This design comes from an exercise in tuning for small area and a short achievable clock period on the open sky130 flow, not from production work.
Function was checked by simulation only, so behaviour that the tests miss may differ from the original.
The clock port is modelled as an ideal driver; clocking choices that lean on that would not hold on a real chip.
Power and IR drop assume default switching activity.

--- config.mk ---
export PLATFORM = sky130hd
export DESIGN_NAME = router
export DESIGN_NICKNAME = router
export VERILOG_FILES = /design/flow/design.v
export SDC_FILE = /design/flow/constraint.sdc
export NUM_CORES = 8
export LEC_CHECK = 0
export CAP_MARGIN = 25
export CORE_MARGIN = 2
export CORE_UTILIZATION = 58
export CTS_CLUSTER_DIAMETER = 80
export CTS_CLUSTER_SIZE = 32
export SETUP_SLACK_MARGIN = 2.5
export SLEW_MARGIN = 25
--- constraint.sdc ---
create_clock -name core_clock -period 5.5 [get_ports {clock}]
set_input_delay 1.1000 -clock core_clock [delete_from_list [all_inputs] [get_ports {clock}]]
set_output_delay 1.1000 -clock core_clock [all_outputs]
set_load 0.01 [all_outputs]
--- design.v ---
module arb_rr(input clk, rst_n, input [7:0] request, input [31:0] addr,
   output reg [7:0] grant, output reg [7:0] push);
reg [2:0] token_cs;
reg       granted_r;
reg [7:0] push_ns;
integer k;
wire [7:0] hi = request & (8'hff << token_cs);
wire [7:0] hi_first = hi & ~(hi - 8'd1);
wire [7:0] all_first = request & ~(request - 8'd1);
wire grant_ro = |request;
wire [7:0] grant_ns = (|hi) ? hi_first : all_first;
wire [2:0] gidx = {|grant_ns[7:4], grant_ns[7] | grant_ns[6] | grant_ns[3] | grant_ns[2],
                   grant_ns[7] | grant_ns[5] | grant_ns[3] | grant_ns[1]};
wire [2:0] token_ns = grant_ro ? gidx : (granted_r ? token_cs + 3'd1 : token_cs);
always @* begin
   push_ns = 8'b0;
   for(k = 0; k < 8; k = k + 1)
      if(grant_ns[k])
         push_ns = push_ns | (addr[k*4 + 3] ? 8'd0 : (8'd1 << addr[k*4 +: 3]));
end
always @(posedge clk, negedge rst_n)
   if(!rst_n) begin
      token_cs  <= 3'd0;
      granted_r <= 1'b0;
      grant     <= 8'b0;
      push      <= 8'b0;
   end
   else begin
      token_cs  <= token_ns;
      granted_r <= grant_ro;
      grant     <= grant_ns;
      push      <= push_ns;
   end
endmodule
module fifo(output full, empty, ready, output reg [6:0] head, tail,
   output reg [7:0] cnt, output do_push_o, do_pop_o, output reg pushed_last,
   output slot_next,
   output [127:0] tap,
   input [31:0] wdata, input [3:0] wgrp,
   input push, pop, reset_n, clock);
parameter WIDTH = 32;
parameter DEPTH = 128;
wire do_pop  = pop && !empty;
wire do_push = push && !full;
assign do_push_o = do_push;
assign do_pop_o = do_pop;
assign full = cnt[7];
assign empty = (cnt == 0);
assign ready = !empty;
reg [4:0] hd;
assign slot_next = (hd == 5'd1);
always @(posedge clock, negedge reset_n) begin
   if(!reset_n) begin
      head <= 0;
      tail <= 0;
      cnt <= 0;
      hd <= 0;
      pushed_last <= 0;
   end
   else begin
      pushed_last <= do_push;
      hd <= do_push ? hd : hd - 5'd1;
      if(do_pop)
         tail <= tail + 1;
      if(do_push)
         head <= head + 1;
      if(do_push && !do_pop)
         cnt <= cnt + 1;
      else if(do_pop && !do_push)
         cnt <= cnt - 1;
   end
end
genvar g;
generate for(g = 0; g < 4; g = g + 1) begin: grp
   reg [32*32-1:0] sr;
   always @(posedge clock)
      sr <= {sr[31*32-1:0], wgrp[g] ? wdata : sr[32*32-1:31*32]};
   assign tap[g*32 +: 32] = sr[31:0];
end
endgenerate
endmodule
module portin(input clock, reset_n, frame_n, valid_n, di, granted,
   input push_ok,            
   input [6:0] slot,         
   input slot_now,           
   input [4:0] ph,           
   output reg [3:0] addr,    
   output vld,
   output [31:0] gdata,      
   output [31:0] d0, d1,     
   output [7:0] aj0, aj1,    
   output [1:0] tg0, tg1);   
reg [2:0] cnta;
reg [3:0] inc_addr;
reg [31:0] b0, b1;
reg rb, pb, vld_r;
reg [1:0] pend;
reg [7:0] aj0r, aj1r;
reg [6:0] ts0, ts1;
reg [2:0] j0, j1;
assign vld = vld_r && !granted;
assign gdata = pb ? b1 : b0;
assign d0 = b0;
assign d1 = b1;
wire act0 = |aj0r;
wire act1 = |aj1r;
assign aj0 = aj0r;
assign aj1 = aj1r;
assign tg0 = ts0[6:5];
assign tg1 = ts1[6:5];
always @(posedge clock)
   if(reset_n && frame_n && !valid_n)
      addr <= inc_addr;
always @(posedge clock) begin
   if(!valid_n && !rb) b0 <= {di, b0[31:1]};
   if(!valid_n &&  rb) b1 <= {di, b1[31:1]};
end
always @(posedge clock, negedge reset_n)
   if(!reset_n) begin
      cnta <= 0;
      inc_addr <= 0;
      rb <= 0;
      pb <= 0;
      vld_r <= 0;
   end
   else begin
      if(!frame_n && valid_n) begin
         if(!cnta[2]) begin
            inc_addr[cnta[1:0]] <= di;
            cnta <= cnta + 1;
         end
      end
      else if(frame_n && !valid_n) begin
         vld_r <= 1;
         cnta <= 0;
         pb <= rb;
         rb <= !rb;
      end
      if(granted)
         vld_r <= 0;
   end
wire set0 = granted && push_ok && !pb;
wire set1 = granted && push_ok &&  pb;
wire due0 = set0 ? slot_now : (pend[0] && !act0 && ts0[4:0] == ph + 5'd1);
wire due1 = set1 ? slot_now : (pend[1] && !act1 && ts1[4:0] == ph + 5'd1);
wire [2:0] nj0 = set0 ? addr[2:0] : j0;
wire [2:0] nj1 = set1 ? addr[2:0] : j1;
always @(posedge clock, negedge reset_n)
   if(!reset_n) begin
      pend <= 2'b00;
      aj0r <= 8'd0;
      aj1r <= 8'd0;
   end
   else begin
      pend[0] <= set0 || (pend[0] && !act0);
      pend[1] <= set1 || (pend[1] && !act1);
      aj0r <= due0 ? (8'd1 << nj0) : 8'd0;
      aj1r <= due1 ? (8'd1 << nj1) : 8'd0;
   end
always @(posedge clock) begin
   if(set0) begin ts0 <= slot; j0 <= addr[2:0]; end
   if(set1) begin ts1 <= slot; j1 <= addr[2:0]; end
end
endmodule
module portout(input [31:0] gdata, input [127:0] tap,
   input [7:0] cnt, input [6:0] tail, input do_push, do_pop, pushed_last,
   input rdy, clock, reset_n, output frameo_n, valido_n, output reg dout, pop);
reg sndv, sndf;
always @(posedge clock, negedge reset_n)
   if(!reset_n) sndf <= 1'b0;
   else sndf <= (state == READ_PAYLOAD) && (count != 6'd32);
assign valido_n = !sndv;
assign frameo_n = !sndf;
reg [5:0] count;
reg  state;
reg  cb;
reg  par;
reg [4:0] dt;      
reg [31:0] bk0, bk1;
parameter WAIT = 1'b0, READ_PAYLOAD = 1'b1;
wire first = (state == READ_PAYLOAD) && (count == 6'd0);
wire c0 = (cnt == 8'd0);
wire c1 = (cnt == 8'd1);
wire c2 = (cnt == 8'd2);
wire ex = first ? !(c0 || c1 || (c2 && pushed_last)) : !(c0 || (c1 && pushed_last));
wire ser = ex && (first ? (dt == 5'd30) : (dt == 5'd31));
wire [1:0] ngrp = first ? tail[6:5] + {1'b0, &tail[4:0]} : tail[6:5];
wire [31:0] sdata = tap[ngrp*32 +: 32];
wire [31:0] cdata = par ? gdata : sdata;
wire [31:0] sbank = cb ? bk0 : bk1;
always @(posedge clock) begin
   if((par || ser) && !cb) bk0 <= cdata;
   if((par || ser) &&  cb) bk1 <= cdata;
end
always @(posedge clock, negedge reset_n)
   if(!reset_n) begin
      par <= 1'b0;
      dt <= 5'd0;
   end
   else begin
      par <= do_push && (first ? c1 : c0);
      dt <= do_pop ? dt : dt - 5'd1;
   end
always @(posedge clock, negedge reset_n)
begin
   if(!reset_n) begin
      dout <= 0;
      sndv <= 0;
      pop <= 0;
      count <= 0;
      cb <= 0;
      state <= WAIT;
   end
   else
      case(state)
      WAIT:
         if(rdy) begin
            dout <= 0;
            sndv <= 0;
            pop <= 1;
            cb <= !cb;
            state <= READ_PAYLOAD;
         end
         else begin
            pop <= 0;
            dout <= 0;
            sndv <= 0;
            count <= 0;
            state <= WAIT;
         end
      READ_PAYLOAD:
         if(count <= 31) begin
            pop <= 0;
            dout <= sbank[count[4:0]];
            count <= count + 1;
            sndv <= 1;
            state <= READ_PAYLOAD;
         end
         else begin
            pop <= 0;
            dout <= 0;
            count <= 0;
            sndv <= 0;
            state <= WAIT;
         end
      endcase
end
endmodule
module switch_fabric(input [255:0] din, input [7:0] grant, output [31:0] gbus,
   input [511:0] sdata, input [127:0] aj, input [31:0] tg,
   output reg [255:0] wdata, output reg [31:0] wgrp);
reg [31:0] gp;
integer i, j, g;
always @* begin
   gp = 32'h0;
   for(i = 0; i < 8; i = i + 1)
      if(grant[i])
         gp = gp | din[i*32 +: 32];
end
assign gbus = gp;
always @* begin
   wdata = 256'h0;
   wgrp = 32'h0;
   for(j = 0; j < 8; j = j + 1)
      for(i = 0; i < 16; i = i + 1)
         if(aj[i*8 + j]) begin
            wdata[j*32 +: 32] = wdata[j*32 +: 32] | sdata[i*32 +: 32];
            for(g = 0; g < 4; g = g + 1)
               if(tg[i*2 +: 2] == g)
                  wgrp[j*4 + g] = 1'b1;
         end
end
endmodule
module router(input clock,  reset_n, input [7:0]frame_n, valid_n, di,
   output [7:0] dout, valido_n, frameo_n);
reg [4:0] ph;
always @(posedge clock, negedge reset_n)
   if(!reset_n) ph <= 5'd0;
   else ph <= ph + 5'd1;
wire [255:0] gdata_from_portin;
wire [31:0] addr_from_portin;
wire [7:0] vld_from_portin;
wire [511:0] sdata;
wire [127:0] aj;
wire [31:0] tg;
wire [7:0] grant_from_arbiter, push_from_arbiter;
wire [31:0] gbus;
wire [255:0] wdata;
wire [31:0] wgrp;
wire [7:0] ready_from_fifo, full_from_fifo, do_push, do_pop, pushed_last, slot_next;
wire [6:0] head [7:0];
wire [6:0] tail [7:0];
wire [7:0] cnt [7:0];
wire [127:0] tap [7:0];
wire [7:0] pop_from_portout;
reg [6:0] gslot;
reg gnow;
integer q;
always @* begin
   gslot = 7'd0;
   gnow = 1'b0;
   for(q = 0; q < 8; q = q + 1)
      if(push_from_arbiter[q]) begin
         gslot = gslot | head[q];
         gnow = gnow | slot_next[q];
      end
end
wire push_ok = |do_push;
reg [31:0] gbus_r;
always @(posedge clock) gbus_r <= gbus;
arb_rr arbiter(.clk(clock), .rst_n(reset_n), .request(vld_from_portin),
   .addr(addr_from_portin), .grant(grant_from_arbiter), .push(push_from_arbiter));
switch_fabric switch_fabric(.din(gdata_from_portin), .grant(grant_from_arbiter), .gbus(gbus),
   .sdata(sdata), .aj(aj), .tg(tg), .wdata(wdata), .wgrp(wgrp));
genvar i;
generate for(i=0;i<8;i=i+1) begin: inst
   portin portin(.clock(clock), .reset_n(reset_n), .frame_n(frame_n[i]),
      .valid_n(valid_n[i]), .di(di[i]), .granted(grant_from_arbiter[i]),
      .push_ok(push_ok), .slot(gslot), .slot_now(gnow), .ph(ph),
      .addr(addr_from_portin[i*4 +: 4]), .vld(vld_from_portin[i]),
      .gdata(gdata_from_portin[i*32 +: 32]),
      .d0(sdata[(2*i)*32 +: 32]), .d1(sdata[(2*i+1)*32 +: 32]),
      .aj0(aj[(2*i)*8 +: 8]), .aj1(aj[(2*i+1)*8 +: 8]),
      .tg0(tg[(2*i)*2 +: 2]), .tg1(tg[(2*i+1)*2 +: 2]));
   fifo fifo(.clock(clock), .reset_n(reset_n),
      .push(push_from_arbiter[i]), .pop(pop_from_portout[i]),
      .full(full_from_fifo[i]), .empty(), .ready(ready_from_fifo[i]),
      .head(head[i]), .tail(tail[i]), .cnt(cnt[i]),
      .do_push_o(do_push[i]), .do_pop_o(do_pop[i]), .pushed_last(pushed_last[i]),
      .slot_next(slot_next[i]),
      .tap(tap[i]), .wdata(wdata[i*32 +: 32]), .wgrp(wgrp[i*4 +: 4]));
   portout portout(.gdata(gbus_r), .tap(tap[i]), .cnt(cnt[i]), .tail(tail[i]),
      .do_push(do_push[i]), .do_pop(do_pop[i]), .pushed_last(pushed_last[i]),
      .rdy(ready_from_fifo[i]),
      .clock(clock), .reset_n(reset_n), .frameo_n(frameo_n[i]),
      .valido_n(valido_n[i]), .dout(dout[i]), .pop(pop_from_portout[i]));
   end
endgenerate
endmodule
--- flow/run.sh ---
#!/bin/bash
set -euo pipefail
sed -e 's|^make \(.*\) "\${@:-finish}"$|make \1 MATCH_CELL_FOOTPRINT=0 "${@:-finish}"|' \
   standard.sh > own_standard.sh
grep -q 'MATCH_CELL_FOOTPRINT=0 ' own_standard.sh
bash standard.sh synth > synth.log 2>&1
export BUFFER_PORTS_ARGS="-buffer_cell sky130_fd_sc_hd__buf_4"
export PRE_CTS_TCL="$PWD/flow/pre_cts.tcl"
export CTS_ARGS="-sink_clustering_enable -repair_clock_nets -sink_clustering_size 32 -sink_clustering_max_diameter 80 -dont_use_dummy_load"
bash own_standard.sh floorplan > floorplan.log 2>&1
bash own_standard.sh place > place.log 2>&1
bash own_standard.sh cts > cts.log 2>&1
bash own_standard.sh route > route.log 2>&1
bash own_standard.sh finish > finish.log 2>&1
test -f out/final.def
--- flow/pre_cts.tcl ---
# Before clock tree synthesis: move each output port's buffer to the port,
# and the cells that drive it (an inverter, if any, and the register) next
# to the buffer, then legalize the placement. The clock tree is built after
# this, for the registers where they now are.
set block [ord::get_db_block]
proc drv_of {net} {
  if {$net == "" || $net == "NULL"} { return "" }
  foreach it [$net getITerms] {
    if {[$it isOutputSignal]} { return [$it getInst] }
  }
  return ""
}
proc in_net_of {inst} {
  foreach it [$inst getITerms] {
    if {[$it isInputSignal] && [$it getNet] != "NULL"} {
      set n [$it getNet]
      if {[$n getSigType] == "SIGNAL"} { return $n }
    }
  }
  return ""
}
set core [$block getCoreArea]
set cx0 [expr {[$core xMin] + 2000}]
set cy0 [expr {[$core yMin] + 2000}]
set cx1 [expr {[$core xMax] - 8000}]
set cy1 [expr {[$core yMax] - 4000}]
set moved 0
foreach bterm [$block getBTerms] {
  if {[$bterm getIoType] != "OUTPUT"} { continue }
  set buf [drv_of [$bterm getNet]]
  if {$buf == ""} { continue }
  set bb [$bterm getBBox]
  set x [expr {([$bb xMin] + [$bb xMax]) / 2}]
  set y [expr {([$bb yMin] + [$bb yMax]) / 2}]
  set x [expr {min(max($x, $cx0), $cx1)}]
  set y [expr {min(max($y, $cy0), $cy1)}]
  $buf setLocation $x $y
  incr moved
  set d [drv_of [in_net_of $buf]]
  # through an inverter or buffer to the register
  for {set k 0} {$k < 2 && $d != ""} {incr k} {
    if {[[$d getMaster] isSequential]} { break }
    $d setLocation $x $y
    incr moved
    set d [drv_of [in_net_of $d]]
  }
  if {$d != "" && [[$d getMaster] isSequential]} {
    $d setLocation $x $y
    incr moved
  }
}
puts "pre_cts: moved $moved cells to the output ports"
set_placement_padding -global \
  -left $::env(CELL_PAD_IN_SITES_DETAIL_PLACEMENT) \
  -right $::env(CELL_PAD_IN_SITES_DETAIL_PLACEMENT)
detailed_placement
check_placement
--- standard.sh ---
#!/bin/bash
# synth_recipe.tcl (not shown) runs the flow's synth.tcl, then flattens the netlist and writes it again
# the make line also repeats each setting of config.mk as NAME=value (left out here)
make -C /OpenROAD-flow-scripts/flow DESIGN_CONFIG=/design/flow/config.mk WORK_HOME=/design/flow/orfs CLKGATE_MAP_FILE= SYNTH_SCRIPT=/design/flow/synth_recipe.tcl "${@:-finish}"
==> run summary, run 1 <==
outcome timing/DRC/antenna clean; CP Max Fanout 25; critical path class reg -> reg; final worst-path cycle share 58.27%; first-pass GRT wire length 2,365,000 µm; Max Slew Vio Count 0; ys flop type dfxtp_1; full die area ~1.4 mm²; Global Route Usage Sum 24.81%; Post-Syn Nets between 40,000 and 50,000; post-synth top area cell dfxtp_1; slowest stage delay, CP 0.92 ns; Yosys reg bits 34,630; Clk pwr share 26.9%; P per Cell Area around 490 mW/mm²; Synth top area share 84.38%; FP Rows 425; Worst-Margin Slew 1.347 ns; Reg power frac 66.9%; clock sink total 34,630; Placer Congestion 1.016; Synth top cells by count dfxtp_1, nor2_1, a22oi_1; multi-input logic area between 0.06 and 0.07 mm²; initial core utilization 58.18%; mean area per synthesized cell 17.04 µm²; Synth Cell Area 0.7793 mm²; Final #Nets approximately 47,000; worst min-delay path class in -> reg; Initial DRT Pass Iterations 9; number of port buffers 49; sequential element share of the synthesized area 90.87%; share of layout cells above drive strength 1 7.069%; library cells used by synthesis 97; final setup vio count 0; synth top area cells dfxtp_1, edfxtp_1, dfrtp_1; Post-synth EDFFs 1,168; clock skew approximately 0.15 ns; P_leak 331.0 nW; CTS tree done; Setup crit start inst[6].portin.aj1r[3]; worst endpoint data arrival time 4.36 ns; Critical Path RT between 6 and 7 ns; Fin Setup TNS 0 ns; drt via density a little over 5; Hold Violations, Final 0; Sequential cell area 0.7086 mm²; VDD IR max 407.4 µV; Area growth, synth to finish 7.906%; Die H roughly 1200 µm; 1st-iter DRT viols 32,140; FMAX 0.3120 GHz; sw power 95.67 mW; post-DP HPWL 1,068,000 µm; Yosys warnings 6; Remaining DRCs 0; internal power 317.4 mW; vias 328,500; IO Pins 50; initial antenna violation count 294; Routed wire per std cell 26.83 µm; Comb power frac 6.2%; slowest cell on the critical path nor2_1; core area 1.340 mm²; number of global-route vias before repair approximately 310k; fillers 94,940; cells along the critical path buf_4 > a22o_1 > a221oi_1 > nand3_1 > nor2_1 > a21oi_1; Final min period 3.205 ns; clock slew at reported path FFs 0.11 ns; Skew-Pair Late Insertion Delay 1.38 ns; Async SR Flop Fraction around 1.8%; CP Capture Type register; Max-slew headroom between 10% and 20%; Die Width 1163 µm; CTS Buf Count 1,340; hold_sp di[6]; Detail Route Antenna Nets 0; MaxCap Viol Count 0; Switching Share 23.16%; final wirelength 1,724,000 µm; largest net degree at the start of global routing between 100 and 150; Worst R2R Start inst[6].portin.aj1r[3]; hold slack final roughly 0.077 ns; Syn Inst Count between 40,000 and 50,000; RSZ-0062 raised after global routing true; most numerous cell in the Yosys netlist dfxtp_1; total gr overflow 0; CP Launch Type register
[per-layer routing]
layer  global-route usage [%]  part of all wire [%]  vias to the layer above
met5                    1.037                  0.15                        -
met4                    13.55                   6.9                       86
met3                    9.365                   9.8                     4997
met2                    34.07                    39                    13300
met1                    33.96                    44                   160300
li1                         -                     -                   149900
[logic make-up after synthesis]
group,Yosys count,share of synthesized area (%)
flip-flops,34630,90.87
AO/OA/AOI/OAI,4195,3.852
AND/OR/NAND/NOR,3546,2.170
buffers and inverters,1832,0.9377
multiplexers,1017,1.512
XOR/XNOR,337,0.3845
adder cells (fa/ha/maj),173,0.2778
[critical path, delay by kind of cell, from the launching register on]
| kind | cells | cell delay, ns |
|---|---|---|
| buffers and inverters | 1 | 0.49 |
| AO/OA/AOI/OAI | 3 | 0.74 |
| flip-flops | 1 | 0.71 |
| AND/OR/NAND/NOR | 2 | 1.04 |
[final cells by class]
class	count	share of cell area, %
Sequential cell	34630	84.27
Multi-Input combinational cell	9275	7.923
Clock buffer	1340	3.988
Tap cell	17720	2.637
Timing Repair Buffer	847	1.009
Inverter	220	0.1073
Antenna cell	221	0.06577
[power groups by stage]
stage	combinational, mW	sequential [mW]	clock, mW
2_1_floorplan	12.1	274	0
3_3_place_gp	22.6	282	0
3_5_place_dp	23.0	282	0
4_1_cts	24.1	276	114
5_1_grt	26.1	277	123
6_report	25.5	276	111
[final timing paths]
| path | to | slack, ns | depth (start not counted) |
|---|---|---|---|
| worst max-delay path | inst[3].fifo.grp[2].sr[2] | 2.30 | 6 |
| worst min-delay path | inst[6].portin.b1[31] | 0.08 | 1 |
| worst max register to register | inst[3].fifo.grp[2].sr[2] | 2.30 | 6 |
| worst min register to register | inst[3].fifo.grp[1].sr[375] | 0.25 | 0 |
| max in group asynchronous | inst[6].portout.count[0] | 3.37 | 4 |
| min in group asynchronous | arbiter.token_cs[0] | 0.39 | 2 |
[what timing repair did]
item,in CTS,in global routing
buffers inserted,87,89
pin swaps,24,31
resized for setup,235,225
gates cloned,11,7
hold buffers,2,0
setup endpoints to repair,1433,1169
endpoints found under the hold margin,34,0
[placed cells by master, fill, tap and decap left out, types with 382 or more instances in the layout]
| cell type | instances |
|---|---|
| edfxtp_1 | 1168 |
| a22o_1 | 491 |
| a21oi_1 | 1122 |
| nand3_1 | 471 |
| mux2i_1 | 588 |
| dfxtp_1 | 32820 |
| nor2_1 | 1331 |
| buf_4 | 645 |
| nand2_1 | 382 |
| dfrtp_1 | 476 |
| a221oi_1 | 700 |
| a22oi_1 | 1504 |
| clkbuf_16 | 1349 |
[registers in the layout, summed over array words and instances (netlist names), 32 cells and up]
| name | flops |
|---|---|
| gbus_r | 32 |
| inst.fifo.cnt | 64 |
| inst.fifo.grp.sr | 32768 |
| inst.fifo.hd | 40 |
| inst.fifo.head | 56 |
| inst.fifo.tail | 56 |
| inst.portin.addr | 32 |
| inst.portin.aj0r | 64 |
| inst.portin.aj1r | 64 |
| inst.portin.b0 | 256 |
| inst.portin.b1 | 256 |
| inst.portin.inc_addr | 32 |
| inst.portin.ts0 | 56 |
| inst.portin.ts1 | 56 |
| inst.portout.bk0 | 256 |
| inst.portout.bk1 | 256 |
| inst.portout.count | 48 |
| inst.portout.dt | 40 |
[metrics by stage]
stage	utilization [%]	instances	total power, mW	area [µm²]	worst slack (ns)
after global placement	59.88	62470	304.2	802100	1.468
final	62.78	64260	413.1	840900	2.295
after global routing	62.74	64080	426.3	840500	2.374
after detailed placement	59.92	62490	304.8	802700	1.485
after CTS	62.57	63930	414.3	838100	2.311
after floorplan	-	45730	286.4	779400	2.516
==> run 2, diff against run 1 <==
--- a/design.v
+++ b/design.v
@@ -189,4 +189,12 @@
 wire [31:0] cdata = par ? gdata : sdata;
 wire [31:0] sbank = cb ? bk0 : bk1;
+wire [31:0] cbank = cb ? bk1 : bk0;
+reg pre;
+always @(posedge clock, negedge reset_n)
+   if(!reset_n) pre <= 1'b0;
+   else if(state == WAIT)
+      pre <= rdy && (par ? gdata[0] : cbank[0]);
+   else
+      pre <= (count <= 6'd30) && sbank[count[4:0] + 5'd1];
 always @(posedge clock) begin
    if((par || ser) && !cb) bk0 <= cdata;
@@ -232,5 +240,5 @@
          if(count <= 31) begin
             pop <= 0;
-            dout <= sbank[count[4:0]];
+            dout <= pre;
             count <= count + 1;
             sndv <= 1;
==> run 2 against run 1 <==
Compared with the run above:
- non-clock buffer count is 37 higher
- largest power group unchanged
- still clean on timing, DRC and antenna
- wire length down 2.3%
- sequential power hardly changed
- die area about the same
- worst hold slack improved by 0.015 ns
- highest routed layer unchanged
- worst setup slack better by 0.0085 ns
==> run summary, run 2 <==
Post-Syn Nets 45,490 (was 45,930); mean area per synthesized cell 17.21 µm² (was 17.04 µm²); Die H 1163 µm (about the same); Final min period 3.196 ns (was 3.205 ns); Max-slew headroom 19.63% (was 10.21%); Detail Route Antenna Nets 0 (unchanged); critical path class reg -> reg (unchanged); final wirelength 1,685,000 µm (was 1,724,000 µm); Synth top cells by count dfxtp_1, nor2_1, a22oi_1 (unchanged); synth top area cells dfxtp_1, edfxtp_1, dfrtp_1 (unchanged); worst endpoint data arrival time 4.34 ns (was 4.36 ns); ys flop type dfxtp_1 (unchanged); initial core utilization 58.18% (about the same); Place WS 1.519 ns (was 1.485 ns); Global Route Usage Sum 24.37% (was 24.81%); Hold Violations, Final 0 (unchanged); Yosys reg bits 34,640 (was 34,630); Synth Cell Area 0.7793 mm² (about the same); FMAX 0.3129 GHz (was 0.3120 GHz); core area 1.340 mm² (unchanged); VDD IR max 488.6 µV (was 407.4 µV); number of global-route vias before repair 311,900 (was 314,500); P per Cell Area 489.3 mW/mm² (was 491.2 mW/mm²); final worst-path cycle share 58.12% (was 58.27%); post-DP HPWL 1,035,000 µm (was 1,068,000 µm); P_leak 329.0 nW (was 331.0 nW); RSZ-0062 raised after global routing true (unchanged); Worst R2R Start inst[0].portin.aj0r[7] (was inst[6].portin.aj1r[3]); library cells used by synthesis 86 (was 97); Max Slew Vio Count 0 (unchanged); commonest non-fill, non-tap cells in the layout dfxtp_1, a22oi_1, clkbuf_16, nor2_1, edfxtp_1 (unchanged); Yosys warnings 6 (unchanged); largest net degree at the start of global routing 121 (unchanged); CP Launch Type register (unchanged); Final #Nets 46,150 (was 46,520); clock sink total 34,640 (was 34,630); multi-input logic area 0.06633 mm² (was 0.06662 mm²); FP Rows 425 (unchanged); sequential element share of the synthesized area 90.89% (was 90.87%); Critical Path RT 6.64 ns (was 6.66 ns); Placer Congestion 1.006 (was 1.016); post-synth top area cell dfxtp_1 (unchanged); Biggest register inst.fifo.grp.sr (unchanged); Setup crit start inst[0].portin.aj0r[7] (was inst[6].portin.aj1r[3]); Async SR Flop Fraction 1.804% (was 1.782%); CP Max Fanout 16 (was 25); Initial DRT Pass Iterations 17 (was 9); full die area 1.353 mm² (about the same); fillers 95,090 (was 94,940); vias 326,900 (was 328,500); first-pass GRT wire length 2,329,000 µm (was 2,365,000 µm); Post-synth EDFFs 1,168 (unchanged); 1st-iter DRT viols 32,180 (was 32,140); MaxCap Viol Count 0 (unchanged); worst min-delay path class in -> reg (unchanged); share of layout cells above drive strength 1 8.041% (was 7.069%); clock skew 0.1756 ns (was 0.1488 ns); outcome timing/DRC/antenna clean (unchanged); placed cell area 0.8030 mm² (was 0.8027 mm²); initial antenna violation count 339 (was 294); clock slew at reported path FFs 0.11 ns (about the same); hold_sp di[7] (was di[6]); Skew-Pair Late Insertion Delay 1.39 ns (was 1.38 ns); most numerous cell in the Yosys netlist dfxtp_1 (unchanged); drt via density 5.107 (was 5.113); Fin Setup TNS 0 ns (unchanged); worst setup margin 2.304 ns (was 2.295 ns); CTS Buf Count 1,342 (was 1,340); Largest register FFs 32,770 (unchanged); Final Cell Area 0.8417 mm² (was 0.8409 mm²); Remaining DRCs 0 (unchanged); CP Capture Type register (unchanged); most common cell after layout, fill and taps aside dfxtp_1 (unchanged); IO Pins 50 (unchanged); Routed wire per std cell 26.33 µm (was 26.83 µm); Sequential cell area 0.7087 mm² (was 0.7086 mm²); total gr overflow 0 (unchanged); Worst-Margin Slew 1.203 ns (was 1.347 ns); Area growth, synth to finish 8.012% (was 7.906%); Syn Inst Count 45,280 (was 45,730); CTS tree done (unchanged); Synth top area share 84.39% (was 84.38%); final setup vio count 0 (unchanged); number of port buffers 49 (unchanged); Die Width 1163 µm (about the same)
## run 2: stage by stage
step / util, % / total power [mW] / std cells / hold WS [ns]
after global placement: 59.92 / 303.0 / 62070 / 0.3095
after global routing: 62.80 / 425.0 / 63800 / 0.03149
after detailed placement: 59.95 / 303.5 / 62080 / 0.3121
after CTS: 62.60 / 413.2 / 63530 / 0.0007545
final: 62.84 / 411.8 / 64010 / 0.09200
after floorplan: - / 286.5 / 45280 / 0.3096
## run 2: kinds of logic (layout without fill, tap and decap cells)
group | count (synthesis) | count (layout) | share of synthesized area, %
fa+ha+maj | 181 | 181 | 0.2906
buf+inv | 1808 | 2466 | 0.9107
simple gates | 3377 | 3377 | 2.008
xor+xnor | 363 | 365 | 0.4099
mux | 976 | 976 | 1.938
flops | 34640 | 34640 | 90.89
compound gates | 3933 | 3933 | 3.549
other cells | 0 | 353 | 0
## run 2: where the power goes
group | total, mW | leakage, nW | switching, mW | internal [mW]
logic | 24.7 | 29.0 | 17.0 | 7.75
clock network | 111 | 16.5 | 67.3 | 44.1
registers | 276 | 284 | 10.3 | 265
total | 412 | 329 | 94.6 | 317
## run 2: area by class of cell
class,instances,share of cell area [%]
antenna,353,0.1049
clock buffer,1342,3.990
inverter,240,0.1180
multi-input combinational,8832,7.881
sequential,34640,84.20
tap,17720,2.634
timing repair buffer,884,1.070
## run 2: path summary, 6_finish.rpt
| path | slack [ns] | end | cells after the start |
|---|---|---|---|
| min in group asynchronous | 0.39 | inst[1].portin.cnta[2] | 2 |
| worst max-delay path | 2.30 | inst[7].fifo.grp[0].sr[7] | 6 |
| max in group asynchronous | 3.44 | inst[5].fifo.hd[1] | 4 |
| worst max register to register | 2.30 | inst[7].fifo.grp[0].sr[7] | 6 |
| worst min register to register | 0.25 | inst[4].fifo.grp[1].sr[179] | 0 |
| worst min-delay path | 0.09 | inst[7].portin.b1[31] | 1 |
## run 2: routing by layer
metal  vias up  routed length [µm]  global-route usage (%)
li1     148500                   -                       -
met5         -                6578                   4.416
met2     13430              664800                   33.74
met1    159200              731000                   32.73
met3      5621              162200                   9.192
met4       150              120700                   13.46
## run 2: timing repair
item,4_1_cts,5_1_grt
setup buffers,85,115
hold buffers,4,0
gates resized for setup,189,149
endpoints found under the setup margin,1558,1048
pin swaps,30,32
endpoints found under the hold margin,59,0
gates cloned,10,11
## run 2: critical path: stages (launching register included)
cell and delay [ns]:
dfrtp_4 0.71, buf_4 0.33, buf_4 0.34, a22oi_1 0.24, nand4_1 0.18, nor2_4 0.93, a21oi_1 0.18
==> run 3, diff against run 2 <==
--- a/design.v
+++ b/design.v
@@ -166,10 +166,4 @@
    input [7:0] cnt, input [6:0] tail, input do_push, do_pop, pushed_last,
    input rdy, clock, reset_n, output frameo_n, valido_n, output reg dout, pop);
-reg sndv, sndf;
-always @(posedge clock, negedge reset_n)
-   if(!reset_n) sndf <= 1'b0;
-   else sndf <= (state == READ_PAYLOAD) && (count != 6'd32);
-assign valido_n = !sndv;
-assign frameo_n = !sndf;
 reg [5:0] count;
 reg  state;
@@ -179,4 +173,10 @@
 reg [31:0] bk0, bk1;
 parameter WAIT = 1'b0, READ_PAYLOAD = 1'b1;
+reg sndv, sndf;
+always @(posedge clock, negedge reset_n)
+   if(!reset_n) sndf <= 1'b0;
+   else sndf <= (state == READ_PAYLOAD) && (count != 6'd32);
+assign valido_n = !sndv;
+assign frameo_n = !sndf;
 wire first = (state == READ_PAYLOAD) && (count == 6'd0);
 wire c0 = (cnt == 8'd0);
--- a/config.mk
+++ b/config.mk
@@ -6,5 +6,5 @@
 export NUM_CORES = 8
 export LEC_CHECK = 0
-export CAP_MARGIN = 25
+export CAP_MARGIN = 20
 export CORE_MARGIN = 2
 export CORE_UTILIZATION = 58
@@ -12,3 +12,3 @@
 export CTS_CLUSTER_SIZE = 32
 export SETUP_SLACK_MARGIN = 2.5
-export SLEW_MARGIN = 25
+export SLEW_MARGIN = 20
==> run 3 against run 2 <==
Compared with the run above:
- highest routed layer unchanged
- sequential power is essentially flat
- sequential share of layout area shrank 0.062 points
- critical path depth grew 1
==> run summary, run 3 <==
Initial DRT Pass Iterations 13 (was 17); commonest non-fill, non-tap cells in the layout dfxtp_1, a22oi_1, clkbuf_16, nor2_1, edfxtp_1 (unchanged); Worst-Margin Slew 1.333 ns (was 1.203 ns); first-pass GRT wire length 2,338,000 µm (was 2,329,000 µm); Post-synth EDFFs 1,168 (unchanged); outcome timing/DRC/antenna clean (unchanged); initial antenna violation count 350 (was 339); Async SR Flop Fraction 1.804% (unchanged); total gr overflow 0 (unchanged); Finished Core Util 62.73% (was 62.84%); CP Max Fanout 64 (was 16); IO Pins 50 (unchanged); clock sink total 34,640 (unchanged); Max Slew Vio Count 0 (unchanged); vias 327,900 (was 326,900); Skew-Pair Late Insertion Delay 1.38 ns (was 1.39 ns); clock skew 0.1710 ns (was 0.1756 ns); Switching Share 23.03% (was 22.97%); Reg power frac 67.0% (was 66.9%); Detail Route Antenna Nets 0 (unchanged); core area 1.343 mm² (was 1.340 mm²); worst setup margin 2.266 ns (was 2.304 ns); internal power 317.3 mW (was 317.2 mW); CTS tree done (unchanged); worst min-delay path class in -> reg (unchanged); Routed wire per std cell 26.66 µm (was 26.33 µm); placed cell area 0.8037 mm² (was 0.8030 mm²); mean area per synthesized cell 17.20 µm² (was 17.21 µm²); Clk pwr share 27.0% (was 27.1%); Largest register FFs 32,770 (unchanged); critical path class reg -> reg (unchanged); number of port buffers 49 (unchanged); Place WS 1.414 ns (was 1.519 ns); final wirelength 1,710,000 µm (was 1,685,000 µm); library cells used by synthesis 87 (was 86); Final Cell Area 0.8422 mm² (was 0.8417 mm²); hold slack final 0.1101 ns (was 0.09200 ns); Synth top cells by count dfxtp_1, nor2_1, a22oi_1 (unchanged); largest net degree at the start of global routing 102 (was 121); post-synth top area cell dfxtp_1 (unchanged); full die area 1.354 mm² (was 1.353 mm²); sw power 94.96 mW (was 94.61 mW); Global Route Usage Sum 24.59% (was 24.37%); Yosys reg bits 34,640 (unchanged); Fin Setup TNS 0 ns (unchanged); final setup vio count 0 (unchanged); number of global-route vias before repair 310,000 (was 311,900); sequential element share of the synthesized area 90.84% (was 90.89%); Remaining DRCs 0 (unchanged); Die H 1163 µm (about the same); share of layout cells above drive strength 1 8.017% (was 8.041%); worst endpoint data arrival time 4.35 ns (was 4.34 ns); final worst-path cycle share 58.79% (was 58.12%); Die Width 1163 µm (about the same); post-DP HPWL 1,045,000 µm (was 1,035,000 µm); CP Capture Type register (unchanged); CP Launch Type register (unchanged); Comb power frac 6.0% (about the same); Yosys warnings 6 (unchanged); P per Cell Area 489.5 mW/mm² (was 489.3 mW/mm²); VDD IR max 383.9 µV (was 488.6 µV); Synth Cell Area 0.7797 mm² (was 0.7793 mm²); ys flop type dfxtp_1 (unchanged); CTS Buf Count 1,343 (was 1,342); Syn Inst Count 45,330 (was 45,280); RSZ-0062 raised after global routing true (unchanged); Biggest register inst.fifo.grp.sr (unchanged); FMAX 0.3093 GHz (was 0.3129 GHz); Placer Congestion 0.9792 (was 1.006); Post-Syn Nets 45,530 (was 45,490); Final min period 3.234 ns (was 3.196 ns); P_leak 329.5 nW (was 329.0 nW); FP Rows 426 (was 425); Synth top area share 84.34% (was 84.39%); Max-slew headroom 11.05% (was 19.63%); most numerous cell in the Yosys netlist dfxtp_1 (unchanged); synth top area cells dfxtp_1, edfxtp_1, dfrtp_1 (unchanged); 1st-iter DRT viols 32,560 (was 32,180); most common cell after layout, fill and taps aside dfxtp_1 (unchanged); Hold Violations, Final 0 (unchanged); drt via density 5.111 (was 5.107); Final #Nets 46,240 (was 46,150); initial core utilization 58.07% (was 58.18%); Critical Path RT 6.62 ns (was 6.64 ns); Area growth, synth to finish 8.019% (was 8.012%); MaxCap Viol Count 0 (unchanged); clock slew at reported path FFs 0.12 ns (was 0.11 ns)
==> run 3: cell count changes after synthesis, moves of 6 or more <==
cell	change
a32oi_1	-8
nand3b_1	+6
buf_2	+7
a21oi_1	+8
mux4_2	-29
clkbuf_1	-22
buf_4	-14
buf_6	+17
buf_1	+21
mux4_1	+24
mux2i_1	+7
nor3_1	+8
==> run 3: cells by family (layout without fill, tap and decap cells) <==
kind of cell	count (synthesis)	in the layout	share of synthesized area, %
AO/OA/AOI/OAI	3940	3940	3.555
XOR/XNOR	365	367	0.4119
adder cells (fa/ha/maj)	181	181	0.2904
buffers and inverters	1814	2510	0.9245
flip-flops	34640	34640	90.84
multiplexers	977	977	1.941
other	0	356	0
AND/OR/NAND/NOR	3407	3410	2.036
==> run 3: critical path, cell delays in order (launching register included) <==
cell and delay [ns]:
dfrtp_4 0.70, buf_4 0.46, a22o_1 0.28, a221oi_1 0.21
nand4_1 0.24, buf_12 0.24, nor2_1 0.40, a21oi_1 0.10
==> run 3: through the flow <==
step                std cells  power, mW
floorplan               45330      286.4
global placement        62200      303.6
detailed placement      62210      304.0
CTS                     63670      413.6
global route            63890      425.6
finish                  64140      412.3
==> run 3: routing by layer <==
metal | wire length, µm | up-vias | track usage (%) | part of all wire, %
li1 | - | 148800 | - | -
met1 | 757000 | 159700 | 33.68 | 44
met2 | 666500 | 14010 | 33.31 | 39
met3 | 176300 | 5251 | 10.15 | 10
met4 | 105800 | 102 | 12.44 | 6.2
met5 | 4685 | - | 3.159 | 0.27
==> run 3: cell type report <==
cell class              count  area (µm²)
multi-input cells        8875       66670
clock buffers            1343       33610
flip-flops and latches  34640      708700
diodes                    356       890.9
inverters                 239       998.5
fillers                 95110      500400
well taps               17760       22220
repair buffers            928        9193
==> run 3: path summary, 6_finish.rpt <==
check | endpoint | from | slack [ns] | cells past startpoint
worst min-delay path | inst[7].portin.b1[31] | di[7] | 0.11 | 1
min in group asynchronous | inst[7].fifo.hd[3] | reset_n | 0.49 | 2
worst max-delay path | inst[1].fifo.grp[3].sr[20] | inst[7].portin.aj1r[1] | 2.27 | 7
worst max register to register | inst[1].fifo.grp[3].sr[20] | inst[7].portin.aj1r[1] | 2.27 | 7
worst min register to register | inst[5].fifo.grp[0].sr[624] | inst[5].fifo.grp[0].sr[592] | 0.22 | 0
max in group asynchronous | inst[0].fifo.cnt[7] | reset_n | 3.42 | 3
==> run 3: power groups by stage <==
stage	registers, mW	clock network [mW]	logic, mW
after detailed placement	281	0	22.5
after floorplan	273	0	12.9
after global placement	281	0	22.1
after CTS	276	114	23.5
final	276	111	24.9
after global routing	277	123	25.7
==> run 3: timing repair <==
action | 4_1_cts | 5_1_grt
buffers inserted | 100 | 98
hold buffers | 7 | 0
endpoints found under the hold margin | 39 | 0
setup endpoints to repair | 1694 | 885
pin swaps | 23 | 15
cloned | 12 | 11
resized for setup | 223 | 158
==> run 4, diff against run 3 <==
--- a/design.v
+++ b/design.v
@@ -166,4 +166,10 @@
    input [7:0] cnt, input [6:0] tail, input do_push, do_pop, pushed_last,
    input rdy, clock, reset_n, output frameo_n, valido_n, output reg dout, pop);
+reg sndv, sndf;
+always @(posedge clock, negedge reset_n)
+   if(!reset_n) sndf <= 1'b0;
+   else sndf <= (state == READ_PAYLOAD) && (count != 6'd32);
+assign valido_n = !sndv;
+assign frameo_n = !sndf;
 reg [5:0] count;
 reg  state;
@@ -173,10 +179,4 @@
 reg [31:0] bk0, bk1;
 parameter WAIT = 1'b0, READ_PAYLOAD = 1'b1;
-reg sndv, sndf;
-always @(posedge clock, negedge reset_n)
-   if(!reset_n) sndf <= 1'b0;
-   else sndf <= (state == READ_PAYLOAD) && (count != 6'd32);
-assign valido_n = !sndv;
-assign frameo_n = !sndf;
 wire first = (state == READ_PAYLOAD) && (count == 6'd0);
 wire c0 = (cnt == 8'd0);
--- a/config.mk
+++ b/config.mk
@@ -6,9 +6,9 @@
 export NUM_CORES = 8
 export LEC_CHECK = 0
-export CAP_MARGIN = 20
+export CAP_MARGIN = 25
 export CORE_MARGIN = 2
 export CORE_UTILIZATION = 58
 export CTS_CLUSTER_DIAMETER = 80
 export CTS_CLUSTER_SIZE = 32
-export SETUP_SLACK_MARGIN = 2.5
-export SLEW_MARGIN = 20
+export SETUP_SLACK_MARGIN = 2.7
+export SLEW_MARGIN = 25
==> run 4 against run 3 <==
Compared with the run above:
- final cell count increased by 0.17%
- clock power hardly changed
- non-clock buffer count grew 171
- critical path type is now reg -> out
- largest cell class unchanged
- largest power group unchanged
==> run summary, run 4 <==
final wirelength 1,707,000 µm (was 1,710,000 µm); hold slack final 0.06858 ns (was 0.1101 ns); delay-heaviest family, CP flip-flops (unchanged); CP Max Fanout 1 (was 64); Remaining DRCs 0 (unchanged); initial core utilization 58.18% (was 58.07%); worst setup margin 2.467 ns (was 2.266 ns); CTS Buf Count 1,348 (was 1,343); grt met1 use 33.61% (was 33.68%); Final min period 3.033 ns (was 3.234 ns); Synth Cell Area 0.7793 mm² (was 0.7797 mm²); IO Pins 50 (unchanged); Place WS 1.430 ns (was 1.414 ns); Global Route Usage Sum 24.58% (was 24.59%); number of port buffers 49 (unchanged); CTS tree done (unchanged); commonest non-fill, non-tap cells in the layout dfxtp_1, a22oi_1, clkbuf_16, nor2_1, edfxtp_1 (unchanged); Synth top area share 84.39% (was 84.34%); Yosys reg bits 34,640 (unchanged); routing usage on met2 34.04% (was 33.31%); P_leak 330.9 nW (was 329.5 nW); Biggest register inst.fifo.grp.sr (unchanged); total gr overflow 0 (unchanged); Syn Inst Count 45,280 (was 45,330); Worst-Margin Slew 1.198 ns (was 1.333 ns); Area growth, synth to finish 8.648% (was 8.019%); initial antenna violation count 347 (was 350); full die area 1.353 mm² (was 1.354 mm²); Post-synth EDFFs 1,168 (unchanged); Max-slew headroom 20.13% (was 11.05%); largest net degree at the start of global routing 142 (was 102); P per Cell Area 488.5 mW/mm² (was 489.5 mW/mm²); Hold Violations, Final 0 (unchanged); worst endpoint data arrival time 1.93 ns (was 4.35 ns); Routed wire per std cell 26.57 µm (was 26.66 µm); RSZ-0062 raised after global routing true (unchanged); first-pass GRT wire length 2,348,000 µm (was 2,338,000 µm); post-synth top area cell dfxtp_1 (unchanged); critical path class reg -> out (was reg -> reg); FMAX 0.3297 GHz (was 0.3093 GHz); Yosys warnings 6 (unchanged); clock sink total 34,640 (unchanged); core area 1.340 mm² (was 1.343 mm²); 1st-iter DRT viols 32,490 (was 32,560); synth top area cells dfxtp_1, edfxtp_1, dfrtp_1 (unchanged); met3 usage in global routing 8.744% (was 10.15%); FP Rows 425 (was 426); most numerous cell in the Yosys netlist dfxtp_1 (unchanged); cells along the critical path inv_2 > buf_6 (was buf_4 > a22o_1 > a221oi_1 > nand4_1 > buf_12 > nor2_1 > a21oi_1); Critical Path RT 4.40 ns (was 6.62 ns); drt via density 5.129 (was 5.111); CP Buf/Inv Count 2 (unchanged); Max Slew Vio Count 0 (unchanged); Detail Route Antenna Nets 0 (unchanged); Initial DRT Pass Iterations 17 (was 13); Placer Congestion 0.9797 (was 0.9792); Post-Syn Nets 45,490 (was 45,530); clock skew 0.1696 ns (was 0.1710 ns); outcome timing/DRC/antenna clean (unchanged); MaxCap Viol Count 0 (unchanged); library cells used by synthesis 86 (was 87); Async SR Flop Fraction 1.804% (unchanged); most common cell after layout, fill and taps aside dfxtp_1 (unchanged); ys flop type dfxtp_1 (unchanged); vias 329,500 (was 327,900); Skew-Pair Late Insertion Delay 1.39 ns (was 1.38 ns); Largest register FFs 32,770 (unchanged); slowest stage delay, CP 0.40 ns (was 0.70 ns); final worst-path cycle share 55.15% (was 58.79%); number of global-route vias before repair 312,900 (was 310,000); VDD IR max 430.2 µV (was 383.9 µV); Die Width 1163 µm (about the same); slowest cell on the critical path dfrtp_1 (was dfrtp_4); final setup vio count 0 (unchanged); GR peak layer met2 (was met1); Final #Nets 46,370 (was 46,240); post-DP HPWL 1,039,000 µm (was 1,045,000 µm); Synth top cells by count dfxtp_1, nor2_1, a22oi_1 (unchanged); worst min-delay path class in -> reg (unchanged); mean area per synthesized cell 17.21 µm² (was 17.20 µm²); CP Launch Type register (unchanged); CP Capture Type primary output (was register); Fin Setup TNS 0 ns (unchanged); sequential element share of the synthesized area 90.89% (was 90.84%); clock slew at reported path FFs 0.11 ns (was 0.12 ns); share of layout cells above drive strength 1 8.986% (was 8.017%); Die H 1163 µm (about the same)
## run 4: kinds of logic after synthesis
logic type	after synthesis	synth area share (%)
fa+ha+maj	181	0.2906
xor+xnor	363	0.4099
buf+inv	1808	0.9107
flops	34640	90.89
compound gates	3933	3.549
mux	976	1.938
simple gates	3377	2.008
## run 4: final timing paths
| path | from | end | slack [ns] | depth (start not counted) |
|---|---|---|---|---|
| max reg2reg | inst[0].portin.aj0r[4] | inst[4].fifo.grp[0].sr[27] | 2.53 | 7 |
| min in group asynchronous | reset_n | inst[7].portout.sndv | 0.18 | 2 |
| max | inst[3].portout.sndf | frameo_n[3] | 2.47 | 2 |
| min | di[6] | inst[6].portin.b1[31] | 0.07 | 1 |
| min reg2reg | inst[2].fifo.grp[1].sr[839] | inst[2].fifo.grp[1].sr[871] | 0.21 | 0 |
| max in group asynchronous | reset_n | inst[2].portout.count[0] | 3.00 | 5 |
## run 4: area by class of cell
| cell class | instances | area (µm²) |
|---|---|---|
| Sequential cell | 34640 | 708700 |
| Fill cell | 94460 | 492800 |
| Multi-Input combinational cell | 8834 | 68000 |
| Clock buffer | 1348 | 33730 |
| Tap cell | 17720 | 22170 |
| Timing Repair Buffer | 1099 | 12090 |
| Inverter | 240 | 1082 |
| Antenna cell | 368 | 920.9 |
## run 4: power by group
part	switching [mW]	internal (mW)	total (mW)
clock network	67.4	44.3	112
registers	10.3	265	276
logic	17.6	8.68	26.3
total	95.3	318	414
## run 4: timing repair
| item | CTS | global route |
|---|---|---|
| buffers inserted | 241 | 126 |
| cloned | 29 | 13 |
| endpoints found under the setup margin | 2148 | 1211 |
| hold buffers | 6 | 0 |
| endpoints found under the hold margin | 49 | 0 |
| gates resized for setup | 510 | 379 |
| pin swaps | 86 | 79 |
## run 4: through the flow
step / instance area (µm²) / instances / utilization (%) / total power [mW]
2_1_floorplan: 779700 / 45280 / - / 286.6
3_3_place_gp: 802900 / 62090 / 59.94 / 303.2
3_5_place_dp: 803600 / 62110 / 59.99 / 303.7
4_1_cts: 842600 / 63740 / 62.90 / 414.8
5_1_grt: 846100 / 64020 / 63.16 / 426.8
6_report: 846700 / 64250 / 63.21 / 413.6
## run 4: metal layers
| metal | vias to the layer above | part of all wire [%] |
|---|---|---|
| met4 | 117 | 6.8 |
| met5 | - | 0.23 |
| met3 | 5775 | 9.3 |
| li1 | 149000 | - |
| met1 | 160900 | 44 |
| met2 | 13660 | 40 |
==> run 5, diff against run 4 <==
--- a/config.mk
+++ b/config.mk
@@ -11,4 +11,4 @@
 export CTS_CLUSTER_DIAMETER = 80
 export CTS_CLUSTER_SIZE = 32
-export SETUP_SLACK_MARGIN = 2.7
+export SETUP_SLACK_MARGIN = 2.6
 export SLEW_MARGIN = 25
==> run 5 against run 4 <==
Compared with the run above:
- now fails the layout checks on antenna rules
- fmax down 3.4%
- flip-flop and latch count unchanged
- area after synthesis unchanged
- global-route usage down 0.51 points
- critical path depth up 5
- clock skew down 0.015 ns
- final cell count down 0.23%
- synthesized cell count unchanged
- clock-buffer cell count down 12
- highest routed layer unchanged
==> run summary, run 5 <==
outcome failed layout checks (was timing/DRC/antenna clean); SO Viols antenna rules; CP Capture Type register (was primary output); final wirelength 1,669,000 µm (was 1,707,000 µm); hold path cells 1 (unchanged); worst endpoint data arrival time 4.33 ns (was 1.93 ns); ys flop type dfxtp_1 (unchanged); cells along the critical path buf_4 > nor4_2 > nand4b_1 > nor4_2 > nand3_2 > o31ai_4 > and3_4 (was inv_2 > buf_6); CTS Buf Count 1,336 (was 1,348); mean area per synthesized cell 17.21 µm² (unchanged); slowest stage delay, CP 0.73 ns (was 0.40 ns); Place WS 1.538 ns (was 1.430 ns); sequential element share of the synthesized area 90.89% (unchanged); share of layout cells above drive strength 1 8.672% (was 8.986%); FP Rows 425 (unchanged); worst min-delay path class in -> reg (unchanged); Final #Nets 46,220 (was 46,370); fillers 94,940 (was 94,460); initial core utilization 58.18% (unchanged); RSZ-0062 raised after global routing true (unchanged); post-synthesis mux area share 1.938% (unchanged); highest metal used met5 (unchanged); Synth top area share 84.39% (unchanged); Crit Reg-Reg Endpoint inst[5].portin.aj1r[5] (was inst[4].fifo.grp[0].sr[27]); vias 328,300 (was 329,500); Hold EP inst[5].portin.b1[31] (was inst[6].portin.b1[31]); clock sink total 34,640 (unchanged); Routed wire per std cell 26.03 µm (was 26.57 µm); worst setup margin 2.360 ns (was 2.467 ns); Die H 1163 µm (unchanged); Yosys warnings 6 (unchanged); most common cell after layout, fill and taps aside dfxtp_1 (unchanged); Remaining DRCs 0 (unchanged); commonest non-fill, non-tap cells in the layout dfxtp_1, a22oi_1, clkbuf_16, nor2_1, edfxtp_1 (unchanged); Synth Area in XOR/XNOR 0.4099% (unchanged); number of global-route vias before repair 309,200 (was 312,900); Yosys reg bits 34,640 (unchanged); full die area 1.353 mm² (unchanged); Max Slew Vio Count 0 (unchanged); IO Pins 50 (unchanged); Largest register FFs 32,770 (unchanged); Area growth, synth to finish 8.281% (was 8.648%); post-DP HPWL 1,031,000 µm (was 1,039,000 µm); Syn Inst Count 45,280 (unchanged); Placer Congestion 1.017 (was 0.9797); library cells used by synthesis 86 (unchanged); clock slew at reported path FFs 0.11 ns (about the same); Hold Violations, Final 0 (unchanged); Worst R2R Start inst[5].portin.aj1r[3] (was inst[0].portin.aj0r[4]); slowest cell on the critical path nor4_2 (was dfrtp_1); Max-slew headroom 13.24% (was 20.13%); Sequential cell area 0.7089 mm² (was 0.7087 mm²); initial antenna violation count 345 (was 347); FMAX 0.3184 GHz (was 0.3297 GHz); Top cell by count, worst path nor4_2; MaxCap Viol Count 0 (unchanged); first-pass GRT wire length 2,302,000 µm (was 2,348,000 µm); VDD IR max 459.7 µV (was 430.2 µV); P per Cell Area 488.7 mW/mm² (was 488.5 mW/mm²); final setup vio count 0 (unchanged); CTS tree done (unchanged); met2 routed WL 658,300 µm (was 677,900 µm); Final min period 3.140 ns (was 3.033 ns); most numerous cell in the Yosys netlist dfxtp_1 (unchanged); reg2reg path depth 7 (unchanged); reg-to-reg slack, setup 2.36 ns (was 2.53 ns); Synth top cells by count dfxtp_1, nor2_1, a22oi_1 (unchanged); post-synth top area cell dfxtp_1 (unchanged); Global Route Usage Sum 24.07% (was 24.58%); Worst-Margin Slew 1.301 ns (was 1.198 ns); Compound-Gate Fraction of Synth Area 3.549% (unchanged); core area 1.340 mm² (unchanged); largest net degree at the start of global routing 140 (was 142); WL met3 156,200 µm (was 158,900 µm); delay-heaviest family, CP simple AND/OR/NAND/NOR gates (was flip-flops); Die Width 1163 µm (unchanged); number of port buffers 49 (unchanged); critical path class reg -> reg (was reg -> out); CP Buf/Inv Count 1 (was 2); Biggest register inst.fifo.grp.sr (unchanged); Metal-1 WL 734,700 µm (was 751,100 µm); number of cells on the critical path 7 (was 2); P_leak 329.5 nW (was 330.9 nW); Post-Synth Adder-Cell Area 0.2906% (unchanged); Post-synth EDFFs 1,168 (unchanged); Synth Cell Area 0.7793 mm² (unchanged); CP Max Fanout 15 (was 1); clock skew 0.1550 ns (was 0.1696 ns); total gr overflow 0 (unchanged); simple-gate share of the synthesized area 2.008% (unchanged); Critical Path RT 6.69 ns (was 4.40 ns); Detail Route Antenna Nets 3 (was 0); synth top area cells dfxtp_1, edfxtp_1, dfrtp_1 (unchanged); drt via density 5.121 (was 5.129); hold_sp di[5] (was di[6]); Skew-Pair Late Insertion Delay 1.38 ns (was 1.39 ns); Post-Syn Nets 45,490 (unchanged); multi-input logic area 0.06745 mm² (was 0.06800 mm²); final worst-path cycle share 57.10% (was 55.15%); largest family of logic cells by synthesized area compound AO/OA/AOI/OAI gates (unchanged); Fin Setup TNS 0 ns (unchanged); CP Launch Type register (unchanged); Initial DRT Pass Iterations 20 (was 17); 1st-iter DRT viols 32,330 (was 32,490); Async SR Flop Fraction 1.804% (unchanged)
==> run 5: cell counts after synthesis <==
No cell type changed its count.
==> run 5: per-stage QoR <==
| step | std cells | power, mW | instance area (µm²) | hold slack [ns] | utilization (%) |
|---|---|---|---|---|---|
| 6_report | 64100 | 412.4 | 843800 | 0.1153 | 62.99 |
| 5_1_grt | 63840 | 425.7 | 843100 | 0.05002 | 62.94 |
| 4_1_cts | 63580 | 413.4 | 839800 | 0.03066 | 62.69 |
| 3_5_place_dp | 62080 | 303.4 | 803000 | 0.3121 | 59.95 |
| 3_3_place_gp | 62060 | 302.8 | 802400 | 0.3095 | 59.90 |
| 2_1_floorplan | 45280 | 286.5 | 779600 | 0.3096 | - |
==> run 5: worst max-delay path by stage <==
stage	startpoint	endpoint
floorplan	inst[6].portout.count[0]	inst[6].portout.bk0[10]
global placement	arbiter.push[4]	inst[7].portin.aj0r[2]
detailed placement	arbiter.push[4]	inst[7].portin.aj0r[2]
CTS	inst[0].portout.sndv	valido_n[0]
global route	inst[0].fifo.cnt[7]	inst[5].portin.aj1r[7]
finish	inst[5].portin.aj1r[3]	inst[5].portin.aj1r[5]
==> run 5: area by class of cell <==
| type | count | area share, % |
|---|---|---|
| antenna | 372 | 0.1103 |
| sequential | 34640 | 84.01 |
| inverter | 240 | 0.1294 |
| tap | 17720 | 2.628 |
| clock buffer | 1336 | 3.962 |
| timing repair buffer | 963 | 1.169 |
| multi-input combinational | 8831 | 7.994 |
==> run 5: what timing repair did <==
action,CTS,global route
resized for setup,336,376
cloned,15,8
setup endpoints to repair,1638,1205
hold endpoints to repair,69,0
hold buffers,3,0
buffers inserted,141,138
pin swaps,46,83
==> run 5: report_power, final <==
| part | internal, mW | leakage (nW) | switching, mW |
|---|---|---|---|
| clock | 43.9 | 16.5 | 67.1 |
| sequential | 265 | 283 | 10.6 |
| combinational | 8.43 | 29.6 | 16.9 |
| total | 318 | 329 | 94.7 |
==> run 5: logic make-up (layout without fill, tap and decap cells) <==
family          count (synthesis)  count (layout)
simple gates                 3377            3377
buf+inv                      1808            2539
fa+ha+maj                     181             181
xor+xnor                      363             363
flops                       34640           34640
compound gates               3933            3934
other cells                     0             372
mux                           976             976
==> run 5: metal layers <==
| layer | global-route usage (%) | vias up |
|---|---|---|
| met5 | 2.087 | - |
| met4 | 12.82 | 121 |
| met3 | 8.642 | 5840 |
| met2 | 33.31 | 14040 |
| met1 | 33.05 | 159600 |
| li1 | - | 148700 |
==> run 6, diff against run 5 <==
--- a/design.v
+++ b/design.v
@@ -34,5 +34,5 @@
 endmodule
 module fifo(output full, empty, ready, output reg [6:0] head, tail,
-   output reg [7:0] cnt, output do_push_o, do_pop_o, output reg pushed_last,
+   output reg [7:0] cnt, output do_push_o, do_pop_o, output reg pushed_last, pushed_last2,
    output slot_next,
    output [127:0] tap,
@@ -49,5 +49,5 @@
 assign ready = !empty;
 reg [4:0] hd;
-assign slot_next = (hd == 5'd1);
+assign slot_next = (hd == 5'd2);
 always @(posedge clock, negedge reset_n) begin
    if(!reset_n) begin
@@ -57,7 +57,9 @@
       hd <= 0;
       pushed_last <= 0;
+      pushed_last2 <= 0;
    end
    else begin
       pushed_last <= do_push;
+      pushed_last2 <= pushed_last;
       hd <= do_push ? hd : hd - 5'd1;
       if(do_pop)
@@ -71,9 +73,15 @@
    end
 end
+reg [31:0] wd_r;
+reg [3:0] wg_r;
+always @(posedge clock) wd_r <= wdata;
+always @(posedge clock, negedge reset_n)
+   if(!reset_n) wg_r <= 4'd0;
+   else wg_r <= wgrp;
 genvar g;
 generate for(g = 0; g < 4; g = g + 1) begin: grp
    reg [32*32-1:0] sr;
    always @(posedge clock)
-      sr <= {sr[31*32-1:0], wgrp[g] ? wdata : sr[32*32-1:31*32]};
+      sr <= {sr[31*32-1:0], wg_r[g] ? wd_r : sr[32*32-1:31*32]};
    assign tap[g*32 +: 32] = sr[31:0];
 end
@@ -142,6 +150,6 @@
 wire set0 = granted && push_ok && !pb;
 wire set1 = granted && push_ok &&  pb;
-wire due0 = set0 ? slot_now : (pend[0] && !act0 && ts0[4:0] == ph + 5'd1);
-wire due1 = set1 ? slot_now : (pend[1] && !act1 && ts1[4:0] == ph + 5'd1);
+wire due0 = set0 ? slot_now : (pend[0] && !act0 && ts0[4:0] == ph + 5'd2);
+wire due1 = set1 ? slot_now : (pend[1] && !act1 && ts1[4:0] == ph + 5'd2);
 wire [2:0] nj0 = set0 ? addr[2:0] : j0;
 wire [2:0] nj1 = set1 ? addr[2:0] : j1;
@@ -164,12 +172,6 @@
 endmodule
 module portout(input [31:0] gdata, input [127:0] tap,
-   input [7:0] cnt, input [6:0] tail, input do_push, do_pop, pushed_last,
+   input [7:0] cnt, input [6:0] tail, input do_push, do_pop, pushed_last, pushed_last2,
    input rdy, clock, reset_n, output frameo_n, valido_n, output reg dout, pop);
-reg sndv, sndf;
-always @(posedge clock, negedge reset_n)
-   if(!reset_n) sndf <= 1'b0;
-   else sndf <= (state == READ_PAYLOAD) && (count != 6'd32);
-assign valido_n = !sndv;
-assign frameo_n = !sndf;
 reg [5:0] count;
 reg  state;
@@ -179,9 +181,21 @@
 reg [31:0] bk0, bk1;
 parameter WAIT = 1'b0, READ_PAYLOAD = 1'b1;
+reg sndv, sndf;
+always @(posedge clock, negedge reset_n)
+   if(!reset_n) sndf <= 1'b0;
+   else sndf <= (state == READ_PAYLOAD) && (count != 6'd32);
+assign valido_n = !sndv;
+assign frameo_n = !sndf;
 wire first = (state == READ_PAYLOAD) && (count == 6'd0);
 wire c0 = (cnt == 8'd0);
 wire c1 = (cnt == 8'd1);
 wire c2 = (cnt == 8'd2);
-wire ex = first ? !(c0 || c1 || (c2 && pushed_last)) : !(c0 || (c1 && pushed_last));
+wire ge1 = |cnt;
+wire ge2 = |cnt[7:1];
+wire ge3 = |cnt[7:2] || (cnt[1] && cnt[0]);
+wire ge4 = |cnt[7:2];
+wire r0 = !pushed_last && !pushed_last2;
+wire r2 = pushed_last && pushed_last2;
+wire ex = first ? (r0 ? ge2 : r2 ? ge4 : ge3) : (r0 ? ge1 : r2 ? ge3 : ge2);
 wire ser = ex && (first ? (dt == 5'd30) : (dt == 5'd31));
 wire [1:0] ngrp = first ? tail[6:5] + {1'b0, &tail[4:0]} : tail[6:5];
@@ -194,5 +208,5 @@
    if(!reset_n) pre <= 1'b0;
    else if(state == WAIT)
-      pre <= rdy && (par ? gdata[0] : cbank[0]);
+      pre <= rdy && ((par || ser) ? cdata[0] : cbank[0]);
    else
       pre <= (count <= 6'd30) && sbank[count[4:0] + 5'd1];
@@ -296,5 +310,5 @@
 wire [255:0] wdata;
 wire [31:0] wgrp;
-wire [7:0] ready_from_fifo, full_from_fifo, do_push, do_pop, pushed_last, slot_next;
+wire [7:0] ready_from_fifo, full_from_fifo, do_push, do_pop, pushed_last, pushed_last2, slot_next;
 wire [6:0] head [7:0];
 wire [6:0] tail [7:0];
@@ -335,10 +349,10 @@
       .full(full_from_fifo[i]), .empty(), .ready(ready_from_fifo[i]),
       .head(head[i]), .tail(tail[i]), .cnt(cnt[i]),
-      .do_push_o(do_push[i]), .do_pop_o(do_pop[i]), .pushed_last(pushed_last[i]),
+      .do_push_o(do_push[i]), .do_pop_o(do_pop[i]), .pushed_last(pushed_last[i]), .pushed_last2(pushed_last2[i]),
       .slot_next(slot_next[i]),
       .tap(tap[i]), .wdata(wdata[i*32 +: 32]), .wgrp(wgrp[i*4 +: 4]));
    portout portout(.gdata(gbus_r), .tap(tap[i]), .cnt(cnt[i]), .tail(tail[i]),
       .do_push(do_push[i]), .do_pop(do_pop[i]), .pushed_last(pushed_last[i]),
-      .rdy(ready_from_fifo[i]),
+      .pushed_last2(pushed_last2[i]), .rdy(ready_from_fifo[i]),
       .clock(clock), .reset_n(reset_n), .frameo_n(frameo_n[i]),
       .valido_n(valido_n[i]), .dout(dout[i]), .pop(pop_from_portout[i]));
--- a/config.mk
+++ b/config.mk
@@ -6,9 +6,9 @@
 export NUM_CORES = 8
 export LEC_CHECK = 0
-export CAP_MARGIN = 25
+export CAP_MARGIN = 20
 export CORE_MARGIN = 2
 export CORE_UTILIZATION = 58
 export CTS_CLUSTER_DIAMETER = 80
 export CTS_CLUSTER_SIZE = 32
-export SETUP_SLACK_MARGIN = 2.6
-export SLEW_MARGIN = 25
+export SETUP_SLACK_MARGIN = 2.5
+export SLEW_MARGIN = 20
==> run 6 against run 5 <==
Compared with the run above:
- the run now finishes clean
- via count shrank 2.4%
- wire length grew 0.71%
- fmax shrank 4.2%
- worst hold slack lost 0.0013 ns
- clock power is essentially flat
- global-route usage is essentially flat
- synthesized cell count shrank 2.7%
- combinational power shrank 13%
- critical path depth shrank 3
- first-iteration DRC count shrank 7.5%
==> run summary, run 6 <==
outcome timing/DRC/antenna clean (was failed layout checks); Yosys reg bits 34,940 (was 34,640); Switching Share 22.85% (was 22.96%); MaxCap Viol Count 0 (unchanged); Routed wire per std cell 26.55 µm (was 26.03 µm); critical path class reg -> reg (unchanged); Yosys warnings 6 (unchanged); sequential element share of the synthesized area 90.75% (was 90.89%); Compound-Gate Fraction of Synth Area 3.051% (was 3.549%); Final min period 3.277 ns (was 3.140 ns); RSZ-0062 raised after global routing true (unchanged); Synth top area share 84.18% (was 84.39%); Area growth, synth to finish 7.742% (was 8.281%); number of port buffers 49 (unchanged); Post-synth EDFFs 1,168 (unchanged); clock sink total 34,940 (was 34,640); Placer Congestion 1.014 (was 1.017); post-synthesis mux area share 3.321% (was 1.938%); IO Pins 50 (unchanged); CP Capture Type register (unchanged); Worst-Margin Slew 1.398 ns (was 1.301 ns); share of layout cells above drive strength 1 9.865% (was 8.672%); Synth Cell Area 0.7872 mm² (was 0.7793 mm²); simple-gate share of the synthesized area 1.352% (was 2.008%); sw power 91.93 mW (was 94.68 mW); most common cell after layout, fill and taps aside dfxtp_1 (unchanged); final wirelength 1,681,000 µm (was 1,669,000 µm); FP Rows 428 (was 425); Critical Path RT 6.25 ns (was 6.69 ns); Reg power frac 66.6% (was 66.9%); vias 320,500 (was 328,300); Largest register FFs 32,770 (unchanged); number of global-route vias before repair 305,700 (was 309,200); Comb power frac 5.5% (was 6.2%)
run 6: changes by cell type in the layout (fill, tap and decap cells not counted), sizes merged, moves of 177 or more:
cell / delta
nand3: -376
a221oi: +664
a22oi: -1338
dfxtp: +256
mux2: +990
diode: +177
nand2: +180
a22o: +669
buf: -215
a21oi: -1024
nor2: -1270
run 6: final cells by class:
type                       instances  area share, %
tap                            18060          2.664
multi-input combinational       7443          7.940
inverter                         212        0.09928
timing repair buffer             736         0.8081
clock buffer                    1356          4.001
sequential                     34940          84.33
antenna                          549         0.1620
run 6: path summary, 6_finish.rpt:
check / cells after the start / to / start / slack [ns]
setup / recovery: 4 / inst[0].fifo.wg_r[3] / inst[5].portin.aj1r[0] / 2.22
hold / removal: 1 / inst[0].portin.b1[31] / di[0] / 0.11
setup reg to reg: 4 / inst[0].fifo.wg_r[3] / inst[5].portin.aj1r[0] / 2.22
hold reg to reg: 0 / inst[2].fifo.grp[1].sr[145] / inst[2].fifo.grp[1].sr[113] / 0.24
max in group asynchronous: 4 / inst[0].fifo.wg_r[1] / reset_n / 3.47
min in group asynchronous: 2 / inst[1].fifo.head[4] / reset_n / 0.42
run 6: critical path, cell delays in order (launching register included):
cell	delay, ns
dfrtp_4	0.69
buf_4	0.49
a22o_1	0.32
a221oi_1	0.22
nand4_1	0.97
run 6: stage by stage:
stage | worst slack [ns] | util, % | instances | hold slack (ns) | cell area (µm²)
detailed placement | 1.318 | 59.73 | 61200 | 0.3121 | 809800
floorplan | 2.481 | - | 44080 | 0.3096 | 787400
global placement | 1.484 | 59.70 | 61190 | 0.3095 | 809500
finish | 2.223 | 62.55 | 63290 | 0.1139 | 848200
global route | 2.342 | 62.50 | 63010 | 0.04839 | 847500
CTS | 2.342 | 62.36 | 62670 | 0.03396 | 845600
run 6: timing repair:
action                                  4_1_cts  5_1_grt
pin swaps                                    23       23
endpoints found under the setup margin     1322      718
resized for setup                           158      109
gates cloned                                 15        4
setup buffers                                94       68
endpoints found under the hold margin        52        0
hold buffers                                  2        0
run 6: power by group through the flow:
stage | sequential (mW) | combinational (mW) | clock [mW]
floorplan | 266 | 12.0 | 0
global placement | 273 | 19.8 | 0
detailed placement | 273 | 20.2 | 0
CTS | 267 | 21.2 | 115
global route | 268 | 22.6 | 124
finish | 268 | 22.0 | 112
run 6: cells by family after synthesis:
| logic type | count (synthesis) |
|---|---|
| adders and majority gates | 174 |
| muxes | 1985 |
| AOI/OAI and AO/OA | 2859 |
| and+or+nand+nor | 2052 |
| DFF | 34940 |
| buffers and inverters | 1708 |
| xor gates and xnor gates | 363 |
run 6: metal layers:
layer | GRT usage [%] | routed length (µm) | vias up | share of wire (%)
met5 | 1.287 | 2476 | - | 0.15
met4 | 12.27 | 106400 | 154 | 6.3
met3 | 8.983 | 161400 | 5096 | 9.6
met2 | 33.25 | 665500 | 13120 | 40
met1 | 33.03 | 744800 | 156600 | 44
li1 | - | - | 145600 | -

Re-timed with assumed drivers on the ports (clkbuf_16 on the clock, buf_2 on other inputs), run 6 has 2.223 ns of setup slack against 2.223 ns with ideal ports, and 2.137 ns once port delays also move by the mid clock arrival of 1.482 ns.
